This is an optimization exercise on Yosys and OpenROAD, whose aim is small area, not a production implementation.
The RTL was checked by simulation tests, not by an equivalence proof against the original design.
Power and IR drop assume default switching activity.

## job 101
==> flow/design.v (excerpt) <==
module pc_rx_deframe #
(
    parameter                       U_DLY = 1
)
(
    input                           clk_sys                     ,
    input                           rst_n                       ,
    input                     [7:0] pc_rx_data                  ,
    input                           pc_rx_data_valid            ,
    output reg                      fdram_wr_en                 ,
    output reg               [11:0] fdram_wr_addr               ,
    output reg                [7:0] fdram_wr_data               ,
    output                    [3:0] fififo_wr_en                ,
    output                   [71:0] fififo_wr_data              ,
    output                   [19:0] resp_info                   ,
    output reg                      resp_info_valid
);
For scale: about 910 cells after synthesis, roughly 220 flip-flops, ~11,000 um^2 of cells after synthesis.
Settings: LEC_CHECK=0, CAP_MARGIN=20, CORE_MARGIN=2, CORE_UTILIZATION=40, PLACE_DENSITY=0.6, SLEW_MARGIN=20; clock period 6.0 ns.
run.sh (not shown) runs the stock make flow with config.mk's settings and CLKGATE_MAP_FILE= SYNTH_SCRIPT=/design/flow/synth_recipe.tcl, a recipe that flattens the netlist after the stock synthesis.
Job 101 finished all stages; the layout is clean.
The inputs of job 102 differ from those of job 101 as listed below.
Settings: setting CTS_BUF_LIST to sky130_fd_sc_hd__clkbuf_4 for the first time; setting CTS_CLUSTER_DIAMETER to 50 for the first time; setting CTS_CLUSTER_SIZE to 10 for the first time.
--- outcome ---
Row clock skew: job 102 higher / job 101 lower
Overall routing resource usage essentially unchanged between job 102 and job 101.
Job 102 and job 101 all finish clean.
Compared with job 101, job 102 shows a higher clock edge transition at the registers on the reported setup and hold paths.
Wire length of the first global-routing pass ended up about 0.7% lower on job 102 than on job 101.
Here is what was changed in the inputs of job 103 compared with job 102.
Settings: CTS_CLUSTER_DIAMETER changed from 50 to 60; CTS_CLUSTER_SIZE changed from 10 to 18; CTS_BUF_LIST changed from sky130_fd_sc_hd__clkbuf_4 to sky130_fd_sc_hd__clkbuf_8.
==> comparison <==
- Job 103 closes out successfully: all stages finished, all timing, DRC and antenna checks passed.
- Looking at cell area after layout, job 103 sits above job 102.
- Looking at job 103 and job 102, the arrival time of data at the critical path endpoint is a wash.
- Power, job 103 vs job 102: up by a few percent
- Relative to job 102, the worst vdd rail ir drop measured on job 103 has increased by a few percent.
- Last element of the critical path = r[20]$_DFFE_PP_: job 102; last element of the critical path = r[4]$_DFFE_PP_: job 103
- On actual slew at the worst max-slew pin, the lower figure sits with job 103, not job 102.
- Final hold slack: higher on job 103
- Reported for job 103 and job 102, CTS sink count turned out identical to the last digit.
- Taking job 102 as the reference, in job 103 clock latency reported for the late side of the worst-skew pair went down 170 ps, proportion of power drawn by the clock network went up 3.9 points, number of antenna violations at the first check in global routing went down 1.

* * *

pc_rx_deframe, a different RTL version from the one above (not shown whole).
Size: roughly 770 cells after synthesis, about 130 I/O pins, ~9700 µm² of cells after synthesis.
## pc_rx_deframe
module pc_rx_deframe #
(
    parameter                       U_DLY = 1
)
(
    input                           clk_sys                     ,
    input                           rst_n                       ,
    input                     [7:0] pc_rx_data                  ,
    input                           pc_rx_data_valid            ,
    output reg                      fdram_wr_en                 ,
    output reg               [11:0] fdram_wr_addr               ,
    output                    [7:0] fdram_wr_data               ,
    output                    [3:0] fififo_wr_en                ,
    output                   [71:0] fififo_wr_data              ,
    output                   [19:0] resp_info                   ,
    output reg                      resp_info_valid
);
clock: 6.0 ns
lec_check: 0
cap_margin: 20
core_margin: 2
core_utilization: 40
place_density: 0.6
slew_margin: 20
buffer_ports_args: -buffer_cell sky130_fd_sc_hd__buf_1
cts_args: -sink_clustering_enable -repair_clock_nets -buf_list sky130_fd_sc_hd__clkbuf_8 -sink_clustering_size 18 -sink_clustering_max_diameter 60 -dont_use_dummy_load
post_floorplan_tcl: /design/flow/flow/downsize.tcl
standard.sh (not shown) runs the stock make flow with config.mk's settings and CLKGATE_MAP_FILE= SYNTH_SCRIPT=/design/flow/synth_recipe.tcl, a recipe that flattens the netlist after the stock synthesis.
==> flow/flow/run.sh <==
#!/bin/bash
# Standard ORFS layout with smaller port buffers, a lighter clock tree and
# combinational cells taken down to their smallest drive after floorplan.
set -euo pipefail
HERE=$(pwd)
cat >> config.mk <<EOC
export BUFFER_PORTS_ARGS = -buffer_cell sky130_fd_sc_hd__buf_1
export CTS_ARGS = -sink_clustering_enable -repair_clock_nets -buf_list sky130_fd_sc_hd__clkbuf_8 -sink_clustering_size 18 -sink_clustering_max_diameter 60 -dont_use_dummy_load
export POST_FLOORPLAN_TCL = $HERE/flow/downsize.tcl
EOC
bash standard.sh finish > flow.log 2>&1
==> flow/flow/downsize.tcl <==
# Swap every combinational cell to the smallest drive strength of the same
# function (the later repair steps size up again where timing needs it).
set dont_use [split $::env(DONT_USE_CELLS)]
set db [ord::get_db]
array set best {}
foreach lib [$db getLibs] {
  foreach m [$lib getMasters] {
    set n [$m getName]
    if {[$m getType] ne "CORE"} { continue }
    if {[lsearch -exact $dont_use $n] >= 0} { continue }
    if {![regexp {^(sky130_fd_sc_hd__[a-z0-9]+)_([0-9]+)$} $n -> base drive]} { continue }
    set a [expr {[$m getWidth] * [$m getHeight]}]
    if {![info exists best($base)] || $a < [lindex $best($base) 0]} {
      set best($base) [list $a $m]
    }
  }
}
set n 0
foreach inst [[ord::get_db_block] getInsts] {
  set m [$inst getMaster]
  set name [$m getName]
  if {![regexp {^(sky130_fd_sc_hd__([a-z0-9]+))_([0-9]+)$} $name -> base short drive]} { continue }
  if {[regexp {^(df|edf|sdf|sedf|dl|conb|tap|fill|decap|clkdly|dlygate)} $short]} { continue }
  if {![info exists best($base)]} { continue }
  set bm [lindex $best($base) 1]
  if {$bm eq $m} { continue }
  if {[lindex $best($base) 0] < [expr {[$m getWidth] * [$m getHeight]}]} {
    $inst swapMaster $bm
    incr n
  }
}
puts "downsize: swapped $n cells"
Then changed:
CORE_UTILIZATION = 60   (was 40)
PLACE_DENSITY = 0.75   (was 0.6)
Result:
- The new run completed with no timing, DRC or antenna violations
- die area falls by 33%
- final cell count falls by about 10%
- clock power falls by 7.8%
- sequential share of layout area rises by 0.98 points
- count of clock-buffer cells in the layout falls by 2
- design area falls by 1.8%
- setup slack got worse by 360 ps
- routed wire length falls by about 4.5%
- register-to-register slack got worse by 230 ps
- power falls by about 0.8%
- via count rises by about 3.4%
Then changed:
CORE_UTILIZATION = 70   (was 60)
GPL_TIMING_DRIVEN = 0   (was unset)
PLACE_DENSITY = 0.85   (was 0.75)
After rerunning:
- final area goes up by a few percent
- worst hold slack is worse by 41 ps
- sequential share of layout area fell by 1.1 points
- global-route usage rose by 4.1 points
- routed wire length barely changes
- core utilization went up by 12 points
- area after synthesis stays the same

separate check: timing with driven ports:
In the flow no input, the clock included, has a driving cell. The finished layouts below were timed again as built, in two steps. Step 1 assumes that a clkbuf_16 drives the clock port and a buf_2 every other input. Step 2 also shifts input and output timing later by t, the mid clock arrival at the registers, as if the neighbouring blocks saw the same clock. a / b / c = ideal ports / drivers / drivers and shift; a / b = the first two.
run	t, ns	setup slack, ns	latest minus earliest clock arrival (ns)	worst slew at a driven data input, ns	cell pins on the clock port's net
job 101	0.564	2.478 / 2.493 / 1.929	0.024 / 0.024	0.04	1
job 102	0.725	2.718 / 2.726 / 2.001	0.108 / 0.108	0.04	1
job 103	0.599	2.540 / 2.554 / 1.955	0.050 / 0.050	0.04	1
the first run of note 2	0.547	2.796 / 2.796 / 2.672	0.078 / 0.078	0.05	1
the second run of note 2	0.534	2.432 / 2.448 / 1.914	0.024 / 0.024	0.05	1
the third run of note 2	0.522	2.137 / 2.136 / 1.615	0.014 / 0.015	0.04	1
After both steps setup and hold are still met in every run listed. For job 102, which loses most, drivers alone change the setup slack by +0.008 ns; drivers and shift together by -0.717 ns.
